Context: an optimization exercise on an open-source flow, tuned for small area. The choices shown serve that exercise and are no tape-out recipe. Function was checked by simulation only, so behaviour that the tests miss may differ from the original. Power figures rest on the tool's default switching activity, not on a simulated workload.

## flow/design.v

```verilog
module g_nand2(input logic a, input logic b, output logic y);
  assign y = ~(a & b);
endmodule
module g_nor2(input logic a, input logic b, output logic y);
  assign y = ~(a | b);
endmodule
module g_xor2(input logic a, input logic b, output logic y);
  assign y = a ^ b;
endmodule
module g_xnor2(input logic a, input logic b, output logic y);
  assign y = ~(a ^ b);
endmodule
module g_oai21(input logic a1, input logic a2, input logic b1, output logic y);
  assign y = ~((a1 | a2) & b1);
endmodule
module cell_p(input logic xn, input logic yn, input logic c, input logic sel,
              output logic nco, output logic m);
  logic g, p, h, u;
  g_nor2  u_g(.a(xn), .b(yn), .y(g));             
  g_nand2 u_p(.a(xn), .b(yn), .y(p));             
  g_oai21 u_c(.a1(c), .a2(g), .b1(p), .y(nco));   
  g_xnor2 u_h(.a(yn), .b(c), .y(h));              
  g_nand2 u_u(.a(sel), .b(h), .y(u));
  g_xor2  u_m(.a(xn), .b(u), .y(m));              
endmodule
module cell_p0(input logic xn, input logic yn, input logic c, input logic h, input logic sel,
               output logic nco, output logic m);
  logic g, p, u;
  g_nor2  u_g(.a(xn), .b(yn), .y(g));             
  g_nand2 u_p(.a(xn), .b(yn), .y(p));             
  g_oai21 u_c(.a1(c), .a2(g), .b1(p), .y(nco));   
  g_nand2 u_u(.a(sel), .b(h), .y(u));
  g_xor2  u_m(.a(xn), .b(u), .y(m));              
endmodule
module cell_n(input logic x, input logic y, input logic nc, input logic sel,
              output logic co, output logic mn);
  logic gn, pn, h, u;
  g_nand2 u_g(.a(x), .b(y), .y(gn));              
  g_nor2  u_p(.a(x), .b(y), .y(pn));              
  g_oai21 u_c(.a1(pn), .a2(nc), .b1(gn), .y(co));  
  g_xnor2 u_h(.a(y), .b(nc), .y(h));              
  g_nand2 u_u(.a(sel), .b(h), .y(u));
  g_xor2  u_m(.a(x), .b(u), .y(mn));              
endmodule
module cell_nt(input logic x, input logic y, input logic nc, input logic sel,
               output logic co, output logic m);
  logic gn, pn, h, u;
  g_nand2 u_g(.a(x), .b(y), .y(gn));              
  g_nor2  u_p(.a(x), .b(y), .y(pn));              
  g_oai21 u_c(.a1(pn), .a2(nc), .b1(gn), .y(co));  
  g_xnor2 u_h(.a(y), .b(nc), .y(h));              
  g_nand2 u_u(.a(sel), .b(h), .y(u));
  g_xnor2 u_m(.a(x), .b(u), .y(m));               
endmodule
module col_x0(input logic a, input logic b, input logic [3:0] tn, output logic xn);
  assign xn = tn[{a, b}];
endmodule
module col_y(input logic a, input logic a1, input logic b, input logic c, input logic ma,
             input logic ms, input logic mc, input logic mnbn, output logic y);
  logic h1, h2;
  assign h1 = ~((ma & a) | (ms & a1));
  assign h2 = ~((mc & c) | (~b & ~mnbn));
  assign y  = ~(h1 & h2);
endmodule
module col_yn(input logic a, input logic a1, input logic b, input logic c, input logic ma,
              input logic ms, input logic mc, input logic mnbn, output logic yn);
  logic q1, q2, q3;
  g_a22o u_1(.a1(ma), .a2(a), .b1(ms), .b2(a1), .y(q1));
  g_a21o u_2(.a1(mc), .a2(c), .b1(q1), .y(q2));
  g_nor2 u_3(.a(mnbn), .b(b), .y(q3));             
  g_nor2 u_4(.a(q2), .b(q3), .y(yn));
endmodule
module g_a22o(input logic a1, input logic a2, input logic b1, input logic b2, output logic y);
  assign y = (a1 & a2) | (b1 & b2);
endmodule
module g_a21o(input logic a1, input logic a2, input logic b1, output logic y);
  assign y = (a1 & a2) | b1;
endmodule
module row_sel_p(input logic m, input logic b, input logic dz, input logic co, output logic sel);
  assign sel = (m & b) | (dz & co);
endmodule
module out_d(input logic q, input logic r, input logic qs, input logic rs, output logic d);
  assign d = (qs & q) | (rs & r);
endmodule
module g_maj3(input logic a, input logic b, input logic c, output logic y);
  assign y = (a & b) | (c & (a | b));
endmodule
module breadboard(input logic clk, input logic reset, input logic [31:0] A, input logic [31:0] B,
                  input logic [3:0] opcode, output logic [31:0] C, output logic ERR_out);
  logic op_hold, op_add, op_sub, op_mul, op_quo, op_rem, op_div, op_shl, op_shr;
  assign op_hold = opcode == 4'h0;
  assign op_add  = opcode == 4'h1;
  assign op_sub  = opcode == 4'h2;
  assign op_mul  = opcode == 4'h3;
  assign op_quo  = opcode == 4'h4;
  assign op_rem  = opcode == 4'h5;
  assign op_div  = op_quo | op_rem;
  assign op_shl  = opcode == 4'hD;
  assign op_shr  = opcode == 4'hE;
  logic op_ass;   
  assign op_ass  = op_add | op_sub | op_shl | op_hold | op_shr;
  logic [3:0] tt, tn;   
  always_comb begin
    case (opcode)
      4'h2, 4'h4, 4'h5, 4'hD: tt = 4'b1100;  
      4'h1: tt = 4'b1010;   
      4'h6: tt = 4'b1000;   
      4'h7: tt = 4'b1110;   
      4'h8: tt = 4'b0110;   
      4'h9: tt = 4'b0101;   
      4'hA: tt = 4'b0111;   
      4'hB: tt = 4'b0001;   
      4'hC: tt = 4'b1001;   
      default: tt = 4'b0000;
    endcase
  end
  assign tn = ~tt;
  logic [31:0] x0n;
  genvar k, i;
  generate
    for (i = 0; i < 32; i++) begin : g_x0
      col_x0 u(.a(A[i]), .b(B[i]), .tn(tn), .xn(x0n[i]));
    end
  endgenerate
  logic [31:0] A_hi;
  assign A_hi = {1'b0, A[31:1]};
  logic [31:0] Yv;
  logic cin, y_a, y_nb, y_c, y_s;
  assign y_a  = op_mul | op_add | op_shl;
  assign y_nb = op_div | op_sub;
  assign y_c  = op_hold;
  assign y_s  = op_shr;
  assign cin  = y_nb;
  generate
    for (i = 0; i < 32; i++) begin : g_y
      if (i % 2 == 0) begin : g_e
        col_yn u(.a(A[i]), .a1(A_hi[i]), .b(B[i]), .c(C[i]), .ma(y_a), .ms(y_s), .mc(y_c),
                 .mnbn(~y_nb), .yn(Yv[i]));
      end else begin : g_o
        col_y  u(.a(A[i]), .a1(A_hi[i]), .b(B[i]), .c(C[i]), .ma(y_a), .ms(y_s), .mc(y_c),
                 .mnbn(~y_nb), .y(Yv[i]));
      end
    end
  endgenerate
  logic [31:0] dz;
  assign dz[0] = op_div;
  generate
    for (k = 1; k < 32; k++) begin : g_dz
      assign dz[k] = dz[k-1] & ~B[32-k];
    end
  endgenerate
  logic [31:0] r [0:32];
  logic h0;   
  g_xnor2 u_h0(.a(Yv[0]), .b(cin), .y(h0));
  logic [31:0] sel;
  assign r[32] = x0n;
  generate
    for (k = 31; k >= 0; k--) begin : g_row
      localparam int W = 32 - k;
      logic [W:0] c;      
      assign c[0] = cin;
      for (i = 0; i < W; i++) begin : g_bit
        if (i == 0) begin : g_0
          cell_p0 u(.xn(r[k+1][k+i]), .yn(Yv[i]), .c(c[i]), .h(h0), .sel(sel[k]), .nco(c[i+1]), .m(r[k][k+i]));
        end else if (i % 2 == 0) begin : g_e
          cell_p u(.xn(r[k+1][k+i]), .yn(Yv[i]), .c(c[i]), .sel(sel[k]), .nco(c[i+1]), .m(r[k][k+i]));
        end else if (k > 0) begin : g_o
          cell_n u(.x(r[k+1][k+i]), .y(Yv[i]), .nc(c[i]), .sel(sel[k]), .co(c[i+1]), .mn(r[k][k+i]));
        end else begin : g_ot
          cell_nt u(.x(r[k+1][k+i]), .y(Yv[i]), .nc(c[i]), .sel(sel[k]), .co(c[i+1]), .m(r[k][k+i]));
        end
      end
      if (W % 2 == 0) begin : g_ce
        if (k == 0) begin : g_last
          row_sel_p u_sel(.m(op_mul | op_ass), .b(B[k] | op_ass), .dz(dz[k]), .co(c[W]), .sel(sel[k]));
        end else begin : g_mid
          row_sel_p u_sel(.m(op_mul), .b(B[k]), .dz(dz[k]), .co(c[W]), .sel(sel[k]));
        end
      end else begin : g_co
        logic co;
        g_nor2 u_co(.a(~dz[k]), .b(c[W]), .y(co));      
        g_a21o u_sel(.a1(op_mul), .a2(B[k]), .b1(co), .y(sel[k]));
      end
      if (k > 0) begin : g_low
        assign r[k][k-1:0] = r[k+1][k-1:0];
      end
    end
  endgenerate
  logic [31:0] d;
  logic q_s, r_s;
  assign q_s = op_quo & ~reset;
  assign r_s = ~op_quo & ~reset;
  generate
    for (i = 0; i < 32; i++) begin : g_d
      out_d u(.q(sel[i]), .r(r[0][i]), .qs(q_s), .rs(r_s), .d(d[i]));
    end
  endgenerate
  logic [32:0] ec;
  assign ec[0] = 1'b0;
  generate
    for (i = 0; i < 32; i++) begin : g_err
      g_maj3 u(.a(A[i]), .b(B[i]), .c(ec[i]), .y(ec[i+1]));
    end
  endgenerate
  always_ff @(posedge clk) begin
    C <= d;
    ERR_out <= ec[32];
  end
endmodule
```

## flow/flow/run.sh

```bash
#!/bin/bash
export SKIP_PIN_SWAP=1
export SKIP_GATE_CLONING=1
export BUFFER_PORTS_ARGS="-buffer_cell sky130_fd_sc_hd__buf_1"
export SETUP_SLACK_MARGIN=-8
bash standard.sh > standard.log 2>&1
```

## flow/standard.sh

```bash
#!/bin/bash
# synth_recipe.tcl (not shown) runs the flow's synth.tcl, then flattens the netlist and writes it again
# the make line also repeats each setting of config.mk as NAME=value (left out here)
make -C /OpenROAD-flow-scripts/flow DESIGN_CONFIG=/design/flow/config.mk WORK_HOME=/design/flow/orfs CLKGATE_MAP_FILE= SYNTH_SCRIPT=/design/flow/synth_recipe.tcl "${@:-finish}"
```

## flow/config.mk

```make
export PLATFORM = sky130hd
export DESIGN_NAME = breadboard
export DESIGN_NICKNAME = breadboard
export VERILOG_FILES = /design/flow/design.v
export SDC_FILE = /design/flow/constraint.sdc
export NUM_CORES = 4
export LEC_CHECK = 0
export CAP_MARGIN = 20
export CORE_MARGIN = 2
export CORE_UTILIZATION = 40
export CTS_BUF_LIST = sky130_fd_sc_hd__clkbuf_8
export SLEW_MARGIN = 20
export SYNTH_HIERARCHICAL = 1
```

## flow/constraint.sdc

```tcl
create_clock -name core_clock -period 150.0 [get_ports {clk}]
set_input_delay 30.0000 -clock core_clock [delete_from_list [all_inputs] [get_ports {clk}]]
set_output_delay 30.0000 -clock core_clock [all_outputs]
set_load 0.01 [all_outputs]
```

==> out/qor.tcl, run 1 <==
set qor(run_status) {finished clean}
set qor(dr.pass1.iters) 6
set qor(timing.final.ws_setup_ns) 5.70
set qor(synth-main-ff-cell) {dfxtp_1}
set qor(max_slew.worst_pin.slew_ns) 1.01
set qor(min_from) {C[31]}
set qor(drt-initial-drc-count) 1773
set qor(multi_input_combinational_cell_area_mm2) 0.0207
set qor(num_rows) 84
set qor(postSynth.asyncResetShare_pct) 0
set qor(synth_seq_area_share_pct) 3.11
set qor(layout-area-overhead-vs-synth_pct) 9.46
set qor(track_usage_pct) 24.6
set qor(root_buffer_cell) {clkbuf_8}
set qor(cts.htree.levels) 2
set qor(top_power_group) {combinational logic}
set qor(synth_top_cell_area_share_pct) 21.1
set qor(critical-path-slowest-cell) {mux4_2}
set qor(ys_ff_latch) 33
set qor(synth.cell_area_mm2) 0.0213
set qor(fp.dieArea_mm2) 0.0550
set qor(combPwrFrac_pct) 88.8
set qor(cts_tree) {yes}
set qor(slowest_delay_ns) 0.55
set qor(antenna_violating_nets_post_route) 0
set qor(post_drt_wl_per_cell_um) 15.7
set qor(chipWidth_um) 234
set qor(p_comb_w) 0.000165
set qor(crit_required_ns) 150.24
set qor(design.core.area_mm2) 0.0526
set qor(synth.largest_area_cell) {xnor2_1}
set qor(finalCriticalPeriod_ns) 144.30
set qor(dpl.hpwl_um) 52400
set qor(cts_hold_repair.buffers) 0
set qor(drive_above_1_share_pct) 4.90
set qor(fmax_mhz) 6.93
set qor(globalRoute.totalOverflow) 0
set qor(swShare_pct) 58.6
set qor(crit_top_cell) {o21ai_1}
set qor(timing.final.hold_violations) 0
set qor(hold_path_depth) 6
set qor(routed-via-count) 22900
set qor(pg_clk_w) 0.00000790
set qor(holdCritPathClass) {reg2reg}
set qor(crit_path_start) {opcode[0]}
set qor(overall_power_after_layout_w) 0.000185
set qor(p_clk_share_pct) 4.3
set qor(worst_hold_path.endpoint) {C[31]}
set qor(synth-edff-count) 0
set qor(cts_buffers) 5
set qor(cp_top_family) {compound AO/OA/AOI/OAI gates}
set qor(synth_area_per_inst_um2) 6.01
set qor(cell_internal_pwr_w) 0.0000767
set qor(timing.rr.start) {C[0]}
set qor(post_cts_clock_slew_at_the_launch_and_capture_registers_of_the_worst_setup_and_hold_paths_ns) 0.09
set qor(cellLeakagePower_nw) 7.19
set qor(initial_antenna_violation_count) 1
set qor(final.setup.tns_ns) 0
set qor(crit_path_end_kind) {flip-flop}
set qor(whs_ns) 1.01
set qor(placement_stage_worst_setup_slack_ns) 2.68
set qor(period_share_pct) 96.2
set qor(worst_r2r_endpoint) {C[27]}
set qor(synth.top_cells.by_area) {xnor2_1, xor2_1, nand2_1}
set qor(cts_buffer_depth) 2
set qor(vias_per_cell) 5.21
set qor(post_synth_inst_count) 3538
set qor(arrival_ns) 144.54
set qor(p_seq_share_pct) 7.0
set qor(ff_latch_area_um2) 661
set qor(seq_cell_power_w) 0.0000129
set qor(grt_pass1_wl_um) 109000
set qor(final_nets) 3789
set qor(post_synth_num_cell_types) 41
set qor(drv_cap) 0
set qor(setup-violations-final) 0
set qor(max-vdd-ir-drop_v) 0.00000384
set qor(power.switching_w) 0.000109
set qor(numClockSinks) 33
set qor(io_buffer_count) 102
set qor(skew_pair_late_insertion_delay_ns) 0.30
set qor(startpoint_type) {input pin}
set qor(io_pins) 103
set qor(worst-path-max-fanout) 33
set qor(reg2regPathDepth) 650
set qor(clock-skew-final_ns) 0.00883
set qor(critPathKind) {in2reg}
set qor(routed_wl_um) 69100
set qor(count_of_fill_cells_added_during_filler_insertion) 5670
set qor(die_h_um) 234
set qor(r2r_slack_ns) 36.58
set qor(first_global_vias) 19800
set qor(critical_path_cell_count) 656
set qor(gp_congestion) 0.887
set qor(power_density_of_the_placed_cells_mw_per_mm2) 7.97
set qor(critPathCapture) {C[27]}
set qor(cp_num_buf_inv) 11
set qor(grt_max_degree) 94
set qor(synth_warnings) 9
set qor(initial_util_pct) 40.4
set qor(timing_max_transition_violations_final) 0
set qor(drc) 0
set qor(maxSlewHeadroom_pct) 32.4
==> routing by layer <==
metal | global-route usage [%] | vias to the layer above | share of wire [%]
li1 | - | 12000 | -
met1 | 35.6 | 10300 | 49
met2 | 40.0 | 560 | 44
met3 | 1.96 | 52 | 6.0
met4 | 4.13 | 2 | 1.5
met5 | 0 | - | 0.014
==> layout make-up <==
cell class / count / area share [%]
antenna: 1 / 0.0108
inverter: 3 / 0.0484
multi-input combinational: 3496 / 89.0
tap: 688 / 3.70
timing repair buffer: 175 / 4.07
clock buffer: 6 / 0.355
sequential: 33 / 2.84
clock inverter: 1 / 0.0161
==> flip-flops by register name (all words and copies together) (netlist names) <==
register and flops:
ERR_out 1, C 32
==> through the flow <==
step	std cells	cell area (um2)	utilization, %
2_1_floorplan	3539	21300	-
3_3_place_gp	4392	23100	44.0
3_5_place_dp	4392	23100	44.0
4_1_cts	4399	23200	44.2
5_1_grt	4402	23300	44.3
6_report	4403	23300	44.3
==> repair_timing <==
action	CTS	global route
endpoints found under the setup margin	0	32
gates resized for setup	0	15
buffers inserted	0	3
==> kinds of logic after synthesis <==
| logic type | synth area share (%) |
|---|---|
| AOI/OAI and AO/OA | 17.7 |
| xor gates and xnor gates | 42.2 |
| adders and majority gates | 1.99 |
| buffers and inverters | 0.177 |
| DFF | 3.11 |
| muxes | 3.39 |
| other | 0.0176 |
| and+or+nand+nor | 31.4 |
==> Yosys stat by module (local to each module, per instance), excerpt <==
| module | cell area, um2 | cells inside | copies in the design | flops+latches |
|---|---|---|---|---|
| out_d | 8.76 | 1 | 32 | 0 |
| g_maj3 | 11.3 | 1 | 32 | 0 |
| g_a21o | 7.51 | 1 | 32 | 0 |
| g_nor2 | 3.75 | 1 | 576 | 0 |
| breadboard | 1320 | 145 | 1 | 33 |
| g_a22o | 8.76 | 1 | 16 | 0 |
| g_oai21 | 5.00 | 1 | 528 | 0 |
| col_y | 18.8 | 3 | 16 | 0 |
| g_xnor2 | 8.76 | 1 | 513 | 0 |
| g_xor2 | 8.76 | 1 | 512 | 0 |
| g_nand2 | 3.75 | 1 | 1056 | 0 |
| row_sel_p | 8.76 | 1 | 16 | 0 |
| col_x0 | 22.5 | 1 | 32 | 0 |
==> cells in the mapped netlist (all sizes together) (4+ instances only) <==
| master | instances |
|---|---|
| a21o | 33 |
| a21oi | 4 |
| a22o | 64 |
| a22oi | 16 |
| clkbuf | 6 |
| dfxtp | 33 |
| ha | 5 |
| maj3 | 32 |
| mux4 | 32 |
| nand2 | 1081 |
| nand3 | 5 |
| nand4 | 6 |
| nor2 | 592 |
| nor3 | 7 |
| nor4 | 14 |
| o211ai | 17 |
| o21ai | 530 |
| or3 | 6 |
| or4 | 6 |
| xnor2 | 513 |
| xor2 | 512 |
==> placed cells by master, fill, tap and decap left out, types with 3 or more instances in the layout <==
cell type,Yosys,final
nand2_1,1081,1081
clkbuf_8,0,6
nor2_1,592,577
maj3_2,32,32
o21ai_1,528,528
xnor2_1,513,512
ha_1,5,5
a21oi_2,0,4
inv_1,2,3
a22o_1,64,56
a22o_2,0,7
a22oi_1,16,16
dfxtp_1,33,33
nand3_1,5,5
buf_1,1,102
nand4_1,6,6
nor4_1,13,13
nor2_2,0,5
mux4_2,32,32
a21o_2,0,6
nor3_1,7,7
o211ai_1,17,17
buf_4,0,71
nor2_4,0,10
a21o_1,33,27
xor2_1,512,512
or4_1,4,4
or3_1,6,6
and3_1,3,3
==> inputs of run 2 (changes only) <==
--- a/flow/design.v
+++ b/flow/design.v
@@ -17,40 +17,40 @@
               output logic nco, output logic m);
   logic g, p, h, u;
   g_nor2  u_g(.a(xn), .b(yn), .y(g));             
-  g_nand2 u_p(.a(xn), .b(yn), .y(p));             
+  g_nand2 u_p(.a(yn), .b(xn), .y(p));             
   g_oai21 u_c(.a1(c), .a2(g), .b1(p), .y(nco));   
-  g_xnor2 u_h(.a(yn), .b(c), .y(h));              
-  g_nand2 u_u(.a(sel), .b(h), .y(u));
-  g_xor2  u_m(.a(xn), .b(u), .y(m));              
+  g_xnor2 u_h(.a(c), .b(yn), .y(h));              
+  g_nand2 u_u(.a(h), .b(sel), .y(u));
+  g_xor2  u_m(.a(u), .b(xn), .y(m));              
 endmodule
 module cell_p0(input logic xn, input logic yn, input logic c, input logic h, input logic sel,
                output logic nco, output logic m);
   logic g, p, u;
   g_nor2  u_g(.a(xn), .b(yn), .y(g));             
-  g_nand2 u_p(.a(xn), .b(yn), .y(p));             
+  g_nand2 u_p(.a(yn), .b(xn), .y(p));             
   g_oai21 u_c(.a1(c), .a2(g), .b1(p), .y(nco));   
-  g_nand2 u_u(.a(sel), .b(h), .y(u));
-  g_xor2  u_m(.a(xn), .b(u), .y(m));              
+  g_nand2 u_u(.a(h), .b(sel), .y(u));
+  g_xor2  u_m(.a(u), .b(xn), .y(m));              
 endmodule
 module cell_n(input logic x, input logic y, input logic nc, input logic sel,
               output logic co, output logic mn);
   logic gn, pn, h, u;
-  g_nand2 u_g(.a(x), .b(y), .y(gn));              
+  g_nand2 u_g(.a(y), .b(x), .y(gn));              
   g_nor2  u_p(.a(x), .b(y), .y(pn));              
-  g_oai21 u_c(.a1(pn), .a2(nc), .b1(gn), .y(co));  
-  g_xnor2 u_h(.a(y), .b(nc), .y(h));              
-  g_nand2 u_u(.a(sel), .b(h), .y(u));
-  g_xor2  u_m(.a(x), .b(u), .y(mn));              
+  g_oai21 u_c(.a1(nc), .a2(pn), .b1(gn), .y(co));  
+  g_xnor2 u_h(.a(nc), .b(y), .y(h));              
+  g_nand2 u_u(.a(h), .b(sel), .y(u));
+  g_xor2  u_m(.a(u), .b(x), .y(mn));              
 endmodule
 module cell_nt(input logic x, input logic y, input logic nc, input logic sel,
                output logic co, output logic m);
   logic gn, pn, h, u;
-  g_nand2 u_g(.a(x), .b(y), .y(gn));              
+  g_nand2 u_g(.a(y), .b(x), .y(gn));              
   g_nor2  u_p(.a(x), .b(y), .y(pn));              
-  g_oai21 u_c(.a1(pn), .a2(nc), .b1(gn), .y(co));  
-  g_xnor2 u_h(.a(y), .b(nc), .y(h));              
-  g_nand2 u_u(.a(sel), .b(h), .y(u));
-  g_xnor2 u_m(.a(x), .b(u), .y(m));               
+  g_oai21 u_c(.a1(nc), .a2(pn), .b1(gn), .y(co));  
+  g_xnor2 u_h(.a(nc), .b(y), .y(h));              
+  g_nand2 u_u(.a(h), .b(sel), .y(u));
+  g_xnor2 u_m(.a(u), .b(x), .y(m));               
 endmodule
 module col_x0(input logic a, input logic b, input logic [3:0] tn, output logic xn);
   assign xn = tn[{a, b}];
@@ -178,7 +178,7 @@
         end
       end else begin : g_co
         logic co;
-        g_nor2 u_co(.a(~dz[k]), .b(c[W]), .y(co));      
+        g_nor2 u_co(.a(c[W]), .b(~dz[k]), .y(co));      
         g_a21o u_sel(.a1(op_mul), .a2(B[k]), .b1(co), .y(sel[k]));
       end
       if (k > 0) begin : g_low
--- a/flow/config.mk
+++ b/flow/config.mk
@@ -7,7 +7,7 @@
 export LEC_CHECK = 0
 export CAP_MARGIN = 20
 export CORE_MARGIN = 2
-export CORE_UTILIZATION = 40
+export CORE_UTILIZATION = 35
 export CTS_BUF_LIST = sky130_fd_sc_hd__clkbuf_8
 export SLEW_MARGIN = 20
 export SYNTH_HIERARCHICAL = 1
==> out/qor.tcl, run 2 <==
set qor(cell_internal_pwr_w) 0.0000795
set qor(crit_required_ns) 150.22
set qor(drc) 0
set qor(maxSlewHeadroom_pct) 27.6
set qor(drt-initial-drc-count) 1902
set qor(critical-path-slowest-cell) {a22o_2}
set qor(ys_ff_latch) 33
set qor(drive_above_1_share_pct) 5.68
set qor(post-synth-top-count-cell) {nand2_1}
set qor(synth.cell_area_mm2) 0.0213
set qor(reg.largest.list) {C (32), ERR_out (1)}
set qor(startpoint_type) {input pin}
set qor(fp.dieArea_mm2) 0.0627
set qor(p_seq_share_pct) 6.9
set qor(place_inst) 4523
set qor(dr.pass1.iters) 5
set qor(crit_top_cell) {o21ai_1}
set qor(max_slew.worst_pin.slew_ns) 1.08
set qor(final_nets) 3825
set qor(hold_path_depth) 7
set qor(post_synth_num_cell_types) 41
set qor(synth_warnings) 9
set qor(layout_commonest_cell) {nand2_1}
set qor(crit_path_end_kind) {flip-flop}
set qor(gp_congestion) 0.969
set qor(p_comb_w) 0.000169
set qor(min_from) {C[0]}
set qor(slowest_delay_ns) 0.40
set qor(dpl.hpwl_um) 54700
set qor(synth-main-ff-cell) {dfxtp_1}
set qor(track_usage_pct) 21.9
set qor(cellLeakagePower_nw) 7.82
set qor(postSynth.asyncResetShare_pct) 0
set qor(holdCritPathClass) {reg2reg}
set qor(synth_seq_area_share_pct) 3.11
set qor(r2r_slack_ns) 37.85
set qor(initial_antenna_violation_count) 1
set qor(finalCriticalPeriod_ns) 142.93
set qor(globalRoute.totalOverflow) 0
set qor(met2_length_um) 31400
set qor(cell_area_reported_after_detailed_placement_mm2) 0.0235
set qor(worst_r2r_endpoint) {C[17]}
set qor(cp_num_buf_inv) 19
set qor(clock-skew-final_ns) 0.0117
set qor(critical_path_cell_count) 662
set qor(power_density_of_the_placed_cells_mw_per_mm2) 8.03
set qor(reg2regPathDepth) 655
set qor(run_status) {finished clean}
set qor(synth-edff-count) 0
set qor(die_h_um) 250
set qor(routed-via-count) 23100
set qor(route.top_layer_used) {met5}
set qor(mostFrequentLayoutCells) {nand2_1, nor2_1, o21ai_1}
set qor(numClockSinks) 33
set qor(chipWidth_um) 250
set qor(period_share_pct) 95.3
set qor(count_of_fill_cells_added_during_filler_insertion) 6459
set qor(final_design_area_no_fill_mm2) 0.0236
set qor(overall_power_after_layout_w) 0.000190
set qor(p_clk_share_pct) 3.9
set qor(num_antenna_cells) 0
set qor(timing_max_transition_violations_final) 0
set qor(timing.final.ws_setup_ns) 7.07
set qor(worst_hold_path.endpoint) {C[31]}
set qor(top_power_group) {combinational logic}
set qor(synth.largest_area_cell) {xnor2_1}
set qor(grt_pass1_wl_um) 112000
set qor(swShare_pct) 58.1
set qor(routed_wl_um) 70700
set qor(io_buffer_count) 102
set qor(max-vdd-ir-drop_v) 0.00000384
set qor(layout-area-overhead-vs-synth_pct) 11.2
set qor(pg_clk_w) 0.00000732
set qor(timing.rr.start) {C[0]}
set qor(cts.htree.levels) 2
set qor(timing.final.hold_violations) 0
set qor(synth_top_cell_area_share_pct) 21.1
set qor(cts_buffers) 5
set qor(post_synth_inst_count) 3538
set qor(combPwrFrac_pct) 89.2
set qor(seq_cell_power_w) 0.0000132
set qor(fmax_mhz) 7.00
set qor(design.core.area_mm2) 0.0602
set qor(drv_cap) 0
set qor(met1_length_um) 33500
set qor(synth.top_cells.by_area) {xnor2_1, xor2_1, nand2_1}
set qor(post_cts_clock_slew_at_the_launch_and_capture_registers_of_the_worst_setup_and_hold_paths_ns) 0.09
set qor(root_buffer_cell) {clkbuf_8}
set qor(vias_per_cell) 5.09
set qor(critPathCapture) {C[17]}
set qor(synth_commonest_cells) {nand2_1, nor2_1, o21ai_1}
set qor(antenna_violating_nets_post_route) 0
set qor(initial_util_pct) 35.3
set qor(first_global_vias) 19800
set qor(skew_pair_late_insertion_delay_ns) 0.32
set qor(final-instance-count-excl-fill) 4533
set qor(num_rows) 90
set qor(cts_buffer_depth) 2
set qor(io_pins) 103
set qor(post_drt_wl_per_cell_um) 15.6
set qor(synth_area_per_inst_um2) 6.01
set qor(max_ffs_per_register) 32
set qor(power.switching_w) 0.000110
set qor(critPathKind) {in2reg}
set qor(crit_path_start) {opcode[1]}
set qor(placement_stage_worst_setup_slack_ns) 4.54
set qor(setup-violations-final) 0
set qor(cts_tree) {yes}
set qor(largest_register) {C}
set qor(met3_wirelength_um) 4020
set qor(arrival_ns) 143.15
set qor(cp_top_family) {compound AO/OA/AOI/OAI gates}
set qor(worst-path-max-fanout) 32
set qor(grt_max_degree) 58
[run 2: logic make-up after synthesis]
family                   share of synthesized area, %
AO/OA/AOI/OAI                                    17.7
XOR/XNOR                                         42.2
adder cells (fa/ha/maj)                          1.99
buffers and inverters                           0.177
flip-flops                                       3.11
multiplexers                                     3.39
other                                          0.0176
AND/OR/NAND/NOR                                  31.4
[run 2: cell type report]
type	count	area [um2]	share of cell area, %
clock buffer	5	68.8	0.291
tap	782	978	4.14
timing repair buffer	211	1220	5.17
inverter	3	11.3	0.0476
sequential	33	661	2.79
clock inverter	3	11.3	0.0476
multi-input combinational	3496	20700	87.5
[run 2: stage by stage]
stage / TNS (ns) / hold WS, ns / util (%)
floorplan: 0 / 0.944 / -
CTS: 0 / 1.09 / 39.2
global route: -253.39 / 1.12 / 39.2
finish: 0 / 1.04 / 39.2
detailed placement: 0 / 1.06 / 39.0
global placement: 0 / 1.03 / 39.0
[run 2: Yosys stat by module (local to each module, per instance), excerpt]
module	flip-flops and latches	cells inside	area [um2]
g_oai21	0	1	5.00
g_a21o	0	1	7.51
breadboard	33	145	1320
g_xnor2	0	1	8.76
g_nor2	0	1	3.75
g_nand2	0	1	3.75
g_maj3	0	1	11.3
row_sel_p	0	1	8.76
g_xor2	0	1	8.76
col_y	0	3	18.8
col_x0	0	1	22.5
out_d	0	1	8.76
g_a22o	0	1	8.76
[run 2: timing repair]
item / in CTS / in global routing
setup endpoints to repair: 0 / 32
resized for setup: 0 / 12
hold buffers: 0 / 0
setup buffers: 0 / 2
[run 2: metal layers]
metal | global-route usage, % | up-vias
met5 | 0 | -
met4 | 5.22 | 2
met3 | 1.83 | 92
met2 | 36.1 | 664
met1 | 30.7 | 10300
li1 | - | 12000
==> inputs of run 3 (changes only) <==
--- a/flow/config.mk
+++ b/flow/config.mk
@@ -7,7 +7,7 @@
 export LEC_CHECK = 0
 export CAP_MARGIN = 20
 export CORE_MARGIN = 2
-export CORE_UTILIZATION = 35
+export CORE_UTILIZATION = 40
 export CTS_BUF_LIST = sky130_fd_sc_hd__clkbuf_8
 export SLEW_MARGIN = 20
 export SYNTH_HIERARCHICAL = 1
==> out/qor.tcl, run 3 <==
set qor(whs_ns) 1.09
set qor(critical-path-slowest-cell) {xnor2_1}
set qor(period_share_pct) 95.2
set qor(cts_tree) {yes}
set qor(finalCriticalPeriod_ns) 142.73
set qor(grt_pass1_wl_um) 109000
set qor(power.switching_w) 0.000109
set qor(seq_cell_power_w) 0.0000128
set qor(synth_warnings) 9
set qor(startpoint_type) {input pin}
set qor(synth.cell_area_mm2) 0.0213
set qor(dpl.hpwl_um) 52800
set qor(worst-path-max-fanout) 35
set qor(cp_num_buf_inv) 13
set qor(post_drt_wl_per_cell_um) 15.7
set qor(post_synth_inst_count) 3538
set qor(worst_hold_path.endpoint) {C[31]}
set qor(timing_max_transition_violations_final) 0
set qor(root_buffer_cell) {clkbuf_8}
set qor(p_comb_w) 0.000165
set qor(design.core.area_mm2) 0.0526
set qor(synth-edff-count) 0
set qor(drc) 0
set qor(grt_max_degree) 55
set qor(reg2regPathDepth) 651
set qor(hold_path_depth) 6
set qor(die_h_um) 234
set qor(num_rows) 84
set qor(drive_above_1_share_pct) 4.82
set qor(critPathCapture) {C[25]}
set qor(arrival_ns) 143.00
set qor(crit_required_ns) 150.27
set qor(numClockSinks) 33
set qor(layout-area-overhead-vs-synth_pct) 9.57
set qor(min_from) {C[31]}
set qor(holdCritPathClass) {reg2reg}
set qor(cp_top_family) {compound AO/OA/AOI/OAI gates}
set qor(postSynth.asyncResetShare_pct) 0
set qor(routed-via-count) 23000
set qor(layout_commonest_cell) {nand2_1}
set qor(p_seq_share_pct) 6.8
set qor(synth_seq_area_share_pct) 3.11
set qor(initial_antenna_violation_count) 1
set qor(post_synth_num_cell_types) 41
set qor(globalRoute.totalOverflow) 0
set qor(reg.largest.list) {C (32), ERR_out (1)}
set qor(timing.final.ws_setup_ns) 7.27
set qor(cts_buffer_depth) 2
set qor(dr.pass1.iters) 5
set qor(post_cts_clock_slew_at_the_launch_and_capture_registers_of_the_worst_setup_and_hold_paths_ns) 0.08
set qor(cell_internal_pwr_w) 0.0000796
set qor(maxSlewHeadroom_pct) 28.7
set qor(track_usage_pct) 24.7
set qor(gp_congestion) 0.971
set qor(crit_path_start) {opcode[0]}
set qor(antenna_violating_nets_post_route) 0
set qor(setup-violations-final) 0
set qor(top_power_group) {combinational logic}
set qor(io_buffer_count) 102
set qor(synth.largest_area_cell) {xnor2_1}
set qor(io_pins) 103
set qor(vias_per_cell) 5.23
set qor(synth-main-ff-cell) {dfxtp_1}
set qor(routed_wl_um) 69000
set qor(slowest_delay_ns) 0.44
set qor(crit_path_end_kind) {flip-flop}
set qor(initial_util_pct) 40.4
set qor(mostFrequentLayoutCells) {nand2_1, nor2_1, o21ai_1}
set qor(power_density_of_the_placed_cells_mw_per_mm2) 8.11
set qor(place_inst) 4390
set qor(cellLeakagePower_nw) 7.63
set qor(chipWidth_um) 234
set qor(clock-skew-final_ns) 0.0179
set qor(max_ffs_per_register) 32
set qor(placement_stage_worst_setup_slack_ns) 3.58
set qor(timing.final.hold_violations) 0
set qor(swShare_pct) 57.9
set qor(crit_top_cell) {o21ai_1}
set qor(critPathKind) {in2reg}
set qor(post-synth-top-count-cell) {nand2_1}
set qor(final_nets) 3784
set qor(max_slew.worst_pin.slew_ns) 1.07
set qor(r2r_slack_ns) 37.81
set qor(run_status) {finished clean}
set qor(final-instance-count-excl-fill) 4400
set qor(fmax_mhz) 7.01
set qor(final_core_util_pct) 44.3
set qor(synth_top_cell_area_share_pct) 21.1
set qor(p_clk_share_pct) 5.8
set qor(critical_path_cell_count) 657
set qor(fp.dieArea_mm2) 0.0550
set qor(worst_r2r_endpoint) {C[25]}
set qor(synth_commonest_cells) {nand2_1, nor2_1, o21ai_1}
set qor(drv_cap) 0
set qor(ys_ff_latch) 33
set qor(synth.top_cells.by_area) {xnor2_1, xor2_1, nand2_1}
set qor(pg_clk_w) 0.0000110
set qor(cts.htree.levels) 2
set qor(timing.rr.start) {C[0]}
set qor(drt-initial-drc-count) 1978
set qor(combPwrFrac_pct) 87.4
set qor(synth_area_per_inst_um2) 6.01
set qor(skew_pair_late_insertion_delay_ns) 0.33
set qor(cts_buffers) 5
set qor(first_global_vias) 19700
set qor(largest_register) {C}
set qor(max-vdd-ir-drop_v) 0.00000380
## run 3: cell counts after synthesis
Identical to the previous run, type by type.
## run 3: cell families after synthesis
logic type	Yosys count	share of synthesized area, %
buffers and inverters	10	0.177
adder cells (fa/ha/maj)	37	1.99
XOR/XNOR	1025	42.2
flip-flops	33	3.11
AO/OA/AOI/OAI	669	17.7
other	1	0.0176
AND/OR/NAND/NOR	1731	31.4
multiplexers	32	3.39
## run 3: through the flow
stage                     area, um2  power [W]  setup TNS (ns)
final                         23300   0.000189               0
after global routing          23300   0.000209         -245.72
after CTS                     23200   0.000189               0
after detailed placement      23100   0.000177               0
after global placement        23100   0.000176               0
after floorplan               21300   0.000145               0
## run 3: per-module statistics from Yosys (local to each module, per instance), a selection
module	cells inside	flops+latches	cell area (um2)	times used
breadboard	145	33	1320	1
col_x0	1	0	22.5	32
col_y	3	0	18.8	16
out_d	1	0	8.76	32
row_sel_p	1	0	8.76	16
g_xnor2	1	0	8.76	513
g_a21o	1	0	7.51	32
g_nand2	1	0	3.75	1056
## run 3: per-layer routing
metal	global-route usage, %	part of all wire, %	wire length, um	up-vias
met3	1.78	6.2	4270	102
met4	7.15	2.9	2040	0
met2	40.5	44	30400	691
met5	0	0	0	-
met1	34.5	47	32300	10300
li1	-	-	-	12000
## run 3: cell type report
class | count | area, um2
Antenna cell | 2 | 5.00
Clock buffer | 5 | 68.8
Clock inverter | 3 | 65.1
Fill cell | 5679 | 29300
Inverter | 3 | 11.3
Multi-Input combinational cell | 3496 | 20700
Sequential cell | 33 | 661
Tap cell | 688 | 861
Timing Repair Buffer | 170 | 897
## run 3: repair_timing
action | 4_1_cts | 5_1_grt
gates resized for setup | 0 | 18
hold buffers | 0 | 0
buffers inserted | 0 | 0
endpoints found under the setup margin | 0 | 32

==> re-timing with driven ports <==
How much do the figures lean on ideal ports? The routed layouts below were timed once more, with nothing changed but the port constraints.
Step 1 assumes that a clkbuf_16 drives the clock port and a buf_2 every other input.
Step 2 moves the port delays by t, midway between the first and last clock arrival at a register: inputs arrive t later, outputs are due t later. That takes back most of the time a late clock gives input paths.
Three values: ideal ports, drivers, drivers and shift; two values: the first two.
run	t, ns	slack for setup (ns)	clock arrival spread, ns
run 1	0.339	5.701 / 5.721 / 5.382	0.009 / 0.009
run 2	0.347	7.073 / 7.082 / 6.735	0.012 / 0.012
run 3	0.366	7.272 / 7.287 / 6.921	0.018 / 0.018
After both steps every run listed still meets setup and hold. The setup slack of run 3, which loses most, moves by +0.015 ns with the drivers and by -0.351 ns with both steps.
